Source: an optimization exercise on an open RTL-to-GDS flow (aim: small area, a short achievable clock period and few clock cycles). Production flows keep margins and buffers that such runs may drop.
The RTL was checked by simulation tests, not by an equivalence proof against the original design.

==> flow/design.v <==
module i_merge4(input wire          clk,
		input wire          reset,
		input wire [3:0]    i_valid,
		output wire [3:0]   i_ready,
		input wire [255:0]  i_data,
		input wire [3:0]    i_last,
		output wire [3:0]   o_valid,
		input wire [3:0]    o_ready,
		output wire [255:0] o_data,
		output wire [3:0]   o_last,
		output wire [3:0]   hgo,
		output wire [7:0]   hdst,
		input wire [3:0]    park_v,
		input wire [7:0]    park_sel);
   parameter REQ = 1;
   reg [3:0] first;
   reg [3:0] busy;
   reg [3:0] sel [0:3];		 
   reg [1:0]   hd [0:3];	 
   reg [3:0]   ok [0:3];	 
   reg [3:0]   wt [0:3];	 
   reg [255:0] xd;		 
   reg [3:0]   rdy, tk;
   reg [3:0]   ovalid, olast;
   reg [255:0] odata;
   reg [7:0]   hdst_r;
   integer     i, j;
   always @(*) begin
      for (i = 0; i < 4; i = i + 1) begin
	 hd[i] = REQ ? i_data[64*i+30 +: 2] : i_data[64*i+48 +: 2];
	 hdst_r[2*i +: 2] = hd[i];
	 xd[64*i +: 64] = i_data[64*i +: 64];
	 if (first[i]) begin
	    if (REQ)
	      xd[64*i+48 +: 8] = {i_data[64*i+48 +: 6], i[1:0]};
	    else
	      xd[64*i+48 +: 8] = {2'b00, i_data[64*i+50 +: 6]};
	 end
      end
      for (j = 0; j < 4; j = j + 1) begin
	 for (i = 0; i < 4; i = i + 1)
	   ok[j][i] = sel[j][i] & (first[i] ? (hd[i] == j) : busy[j]);
	 ovalid[j] = |(ok[j] & i_valid);
	 olast[j]  = |(sel[j] & i_last);
	 odata[64*j +: 64] = 64'h0;
	 for (i = 0; i < 4; i = i + 1)
	   if (sel[j][i]) odata[64*j +: 64] = odata[64*j +: 64] | xd[64*i +: 64];
      end
      for (i = 0; i < 4; i = i + 1) begin
	 rdy[i] = (ok[0][i] & o_ready[0]) | (ok[1][i] & o_ready[1]) |
		  (ok[2][i] & o_ready[2]) | (ok[3][i] & o_ready[3]);
	 tk[i] = i_valid[i] & rdy[i];
      end
      for (j = 0; j < 4; j = j + 1)
	for (i = 0; i < 4; i = i + 1)
	  wt[j][i] = i_valid[i] & first[i] & (hd[i] == j) & ~sel[j][i];
   end
   assign o_valid = ovalid;
   assign o_last  = olast;
   assign o_data  = odata;
   assign i_ready = rdy;
   assign hgo     = tk & first;
   assign hdst    = hdst_r;
   wire [3:0] otake = ovalid & o_ready;
   wire [3:0] busy_n = (otake & ~olast) | (~otake & (busy | ovalid));
   always @(posedge clk) begin
      for (i = 0; i < 4; i = i + 1)
	if (tk[i]) first[i] <= i_last[i];
      busy <= busy_n;
      for (j = 0; j < 4; j = j + 1)
	if (!busy_n[j]) begin
	   if (wt[j][0])      sel[j] <= 4'b0001;
	   else if (wt[j][1]) sel[j] <= 4'b0010;
	   else if (wt[j][2]) sel[j] <= 4'b0100;
	   else if (wt[j][3]) sel[j] <= 4'b1000;
	   else if (park_v[j]) sel[j] <= 4'b0001 << park_sel[2*j +: 2];
	end
      if (reset) begin
	 first <= 4'b1111;
	 busy <= 4'b0000;
	 for (j = 0; j < 4; j = j + 1) sel[j] <= 4'b0001;
      end
   end
endmodule
module mic_4r4c(input wire 	   clk,
		input wire 	   reset,
		input wire 	   R0I_TVALID,
		output wire 	   R0I_TREADY,
		input wire [63:0]  R0I_TDATA,
		input wire 	   R0I_TLAST,
		output wire 	   R0O_TVALID,
		input wire 	   R0O_TREADY,
		output wire [63:0] R0O_TDATA,
		output wire 	   R0O_TLAST,
		input wire 	   R1I_TVALID,
		output wire 	   R1I_TREADY,
		input wire [63:0]  R1I_TDATA,
		input wire 	   R1I_TLAST,
		output wire 	   R1O_TVALID,
		input wire 	   R1O_TREADY,
		output wire [63:0] R1O_TDATA,
		output wire 	   R1O_TLAST,
		input wire 	   R2I_TVALID,
		output wire 	   R2I_TREADY,
		input wire [63:0]  R2I_TDATA,
		input wire 	   R2I_TLAST,
		output wire 	   R2O_TVALID,
		input wire 	   R2O_TREADY,
		output wire [63:0] R2O_TDATA,
		output wire 	   R2O_TLAST,
		input wire 	   R3I_TVALID,
		output wire 	   R3I_TREADY,
		input wire [63:0]  R3I_TDATA,
		input wire 	   R3I_TLAST,
		output wire 	   R3O_TVALID,
		input wire 	   R3O_TREADY,
		output wire [63:0] R3O_TDATA,
		output wire 	   R3O_TLAST,
		output wire 	   C0O_TVALID,
		input wire 	   C0O_TREADY,
		output wire [63:0] C0O_TDATA,
		output wire 	   C0O_TLAST,
		input wire 	   C0I_TVALID,
		output wire 	   C0I_TREADY,
		input wire [63:0]  C0I_TDATA,
		input wire 	   C0I_TLAST,
		output wire 	   C1O_TVALID,
		input wire 	   C1O_TREADY,
		output wire [63:0] C1O_TDATA,
		output wire 	   C1O_TLAST,
		input wire 	   C1I_TVALID,
		output wire 	   C1I_TREADY,
		input wire [63:0]  C1I_TDATA,
		input wire 	   C1I_TLAST,
		output wire 	   C2O_TVALID,
		input wire 	   C2O_TREADY,
		output wire [63:0] C2O_TDATA,
		output wire 	   C2O_TLAST,
		input wire 	   C2I_TVALID,
		output wire 	   C2I_TREADY,
		input wire [63:0]  C2I_TDATA,
		input wire 	   C2I_TLAST,
		output wire 	   C3O_TVALID,
		input wire 	   C3O_TREADY,
		output wire [63:0] C3O_TDATA,
		output wire 	   C3O_TLAST,
		input wire 	   C3I_TVALID,
		output wire 	   C3I_TREADY,
		input wire [63:0]  C3I_TDATA,
		input wire 	   C3I_TLAST
		);
   wire [3:0]   rq_ov, rs_ov, rq_ol, rs_ol;
   wire [255:0] rq_od, rs_od;
   wire [3:0]   rq_ir, rs_ir;
   wire [3:0]   rq_hgo;
   wire [7:0]   rq_hdst;
   wire [3:0]   rs_fin = rs_ov & rs_ol & {R3O_TREADY, R2O_TREADY, R1O_TREADY, R0O_TREADY};
   wire [1:0]   rs_fin_id = rs_fin[0] ? 2'd0 : rs_fin[1] ? 2'd1 : rs_fin[2] ? 2'd2 : 2'd3;
   i_merge4 #(.REQ(1)) REQ_XBAR
     (.clk(clk), .reset(reset),
      .i_valid({R3I_TVALID, R2I_TVALID, R1I_TVALID, R0I_TVALID}),
      .i_ready(rq_ir),
      .i_data({R3I_TDATA, R2I_TDATA, R1I_TDATA, R0I_TDATA}),
      .i_last({R3I_TLAST, R2I_TLAST, R1I_TLAST, R0I_TLAST}),
      .o_valid(rq_ov),
      .o_ready({C3O_TREADY, C2O_TREADY, C1O_TREADY, C0O_TREADY}),
      .o_data(rq_od),
      .o_last(rq_ol),
      .hgo(rq_hgo), .hdst(rq_hdst),
      .park_v({4{|rs_fin}}), .park_sel({4{rs_fin_id}}));
   i_merge4 #(.REQ(0)) RSP_XBAR
     (.clk(clk), .reset(reset),
      .i_valid({C3I_TVALID, C2I_TVALID, C1I_TVALID, C0I_TVALID}),
      .i_ready(rs_ir),
      .i_data({C3I_TDATA, C2I_TDATA, C1I_TDATA, C0I_TDATA}),
      .i_last({C3I_TLAST, C2I_TLAST, C1I_TLAST, C0I_TLAST}),
      .o_valid(rs_ov),
      .o_ready({R3O_TREADY, R2O_TREADY, R1O_TREADY, R0O_TREADY}),
      .o_data(rs_od),
      .o_last(rs_ol),
      .hgo(), .hdst(),
      .park_v(rq_hgo), .park_sel(rq_hdst));
   assign {R3I_TREADY, R2I_TREADY, R1I_TREADY, R0I_TREADY} = rq_ir;
   assign {C3I_TREADY, C2I_TREADY, C1I_TREADY, C0I_TREADY} = rs_ir;
   assign {C3O_TVALID, C2O_TVALID, C1O_TVALID, C0O_TVALID} = rq_ov;
   assign {C3O_TLAST, C2O_TLAST, C1O_TLAST, C0O_TLAST} = rq_ol;
   assign {C3O_TDATA, C2O_TDATA, C1O_TDATA, C0O_TDATA} = rq_od;
   assign {R3O_TVALID, R2O_TVALID, R1O_TVALID, R0O_TVALID} = rs_ov;
   assign {R3O_TLAST, R2O_TLAST, R1O_TLAST, R0O_TLAST} = rs_ol;
   assign {R3O_TDATA, R2O_TDATA, R1O_TDATA, R0O_TDATA} = rs_od;
endmodule
==> flow/config.mk <==
export PLATFORM = sky130hd
export DESIGN_NAME = mic_4r4c
export DESIGN_NICKNAME = mic_4r4c
export VERILOG_FILES = /design/flow/design.v
export SDC_FILE = /design/flow/constraint.sdc
export NUM_CORES = 4
export LEC_CHECK = 0
export CAP_MARGIN = 20
export CORE_AREA = 2 2 248 248
export DIE_AREA = 0 0 250 250
export SETUP_SLACK_MARGIN = 2.0
export SLEW_MARGIN = 20
==> flow/constraint.sdc <==
create_clock -name core_clock -period 5.0 [get_ports {clk}]
set_input_delay 1.0000 -clock core_clock [delete_from_list [all_inputs] [get_ports {clk}]]
set_output_delay 1.0000 -clock core_clock [all_outputs]
set_load 0.01 [all_outputs]
standard.sh (not shown) runs the stock make flow with config.mk's settings and CLKGATE_MAP_FILE= SYNTH_SCRIPT=/design/flow/synth_recipe.tcl, a recipe that flattens the netlist after the stock synthesis.
==> flow/flow/run.sh <==
#!/bin/bash
# Standard ORFS layout, with two changes to how it is made:
#  - port buffers are buf_2 cells instead of the default choice;
#  - IO pins may sit one routing track apart, so the die can be smaller.
set -uo pipefail
bash standard.sh \
  "BUFFER_PORTS_ARGS=-buffer_cell sky130_fd_sc_hd__buf_2" \
  "PLACE_PINS_ARGS=-min_distance 1 -min_distance_in_tracks" \
  finish > standard.log 2>&1
The starting point produced a clean layout.
Testbench counts at the start, summed over its fixed seeds: cycles 9,374.
Next try:
- CORE_AREA: 2 2 248 248 -> 2 2 228 228
- DIE_AREA: 0 0 250 250 -> 0 0 230 230
Now the flow aborted during 5_1_grt, error GRT-0116.
Synthesized area does not change.
Synthesized cell count does not change.
Next try:
--- a/flow/flow/run.sh
+++ b/flow/flow/run.sh
@@ -3 +3 @@
-#  - port buffers are buf_2 cells instead of the default choice;
+#  - port buffers are buf_1 cells instead of the default choice;
@@ -7 +7 @@
-  "BUFFER_PORTS_ARGS=-buffer_cell sky130_fd_sc_hd__buf_2" \
+  "BUFFER_PORTS_ARGS=-buffer_cell sky130_fd_sc_hd__buf_1" \
- ABC_CLOCK_PERIOD_IN_PS: unset -> 1500
- CORE_AREA: 2 2 228 228 -> 2 2 238 238
- DIE_AREA: 0 0 230 230 -> 0 0 240 240
Effect: The changed run failed in 5_1_grt, error GRT-0116; area after synthesis stays the same; synthesized cell count does not change.

==> port drivers added, routing unchanged <==
In the flow no input, the clock included, has a driving cell. The finished layout below was timed again as built, in two steps.
Step 1 (the two cells are an assumption about what drives the block):
set clk [get_ports {clk}]
set_driving_cell -lib_cell sky130_fd_sc_hd__clkbuf_16 $clk
set_driving_cell -lib_cell sky130_fd_sc_hd__buf_2 [delete_from_list [all_inputs] $clk]
Step 2 times the ports against the registers' clock, not the clock port: input delays grow and output delays shrink by t, the midpoint of the rising clock arrivals with the driver on.
Three values: ideal ports, drivers, drivers and shift; two values: the first two.
run: the first run
t (ns): 0.345
slack for setup (ns): 1.810 / 1.691 / 1.688
worst register clock-pin slew, ns: 0.08 / 0.08
pins driven straight from the clock port: 1
After both steps the first run still meets setup and hold. For the first run, drivers alone change the setup slack by -0.119 ns; drivers and shift together by -0.122 ns.
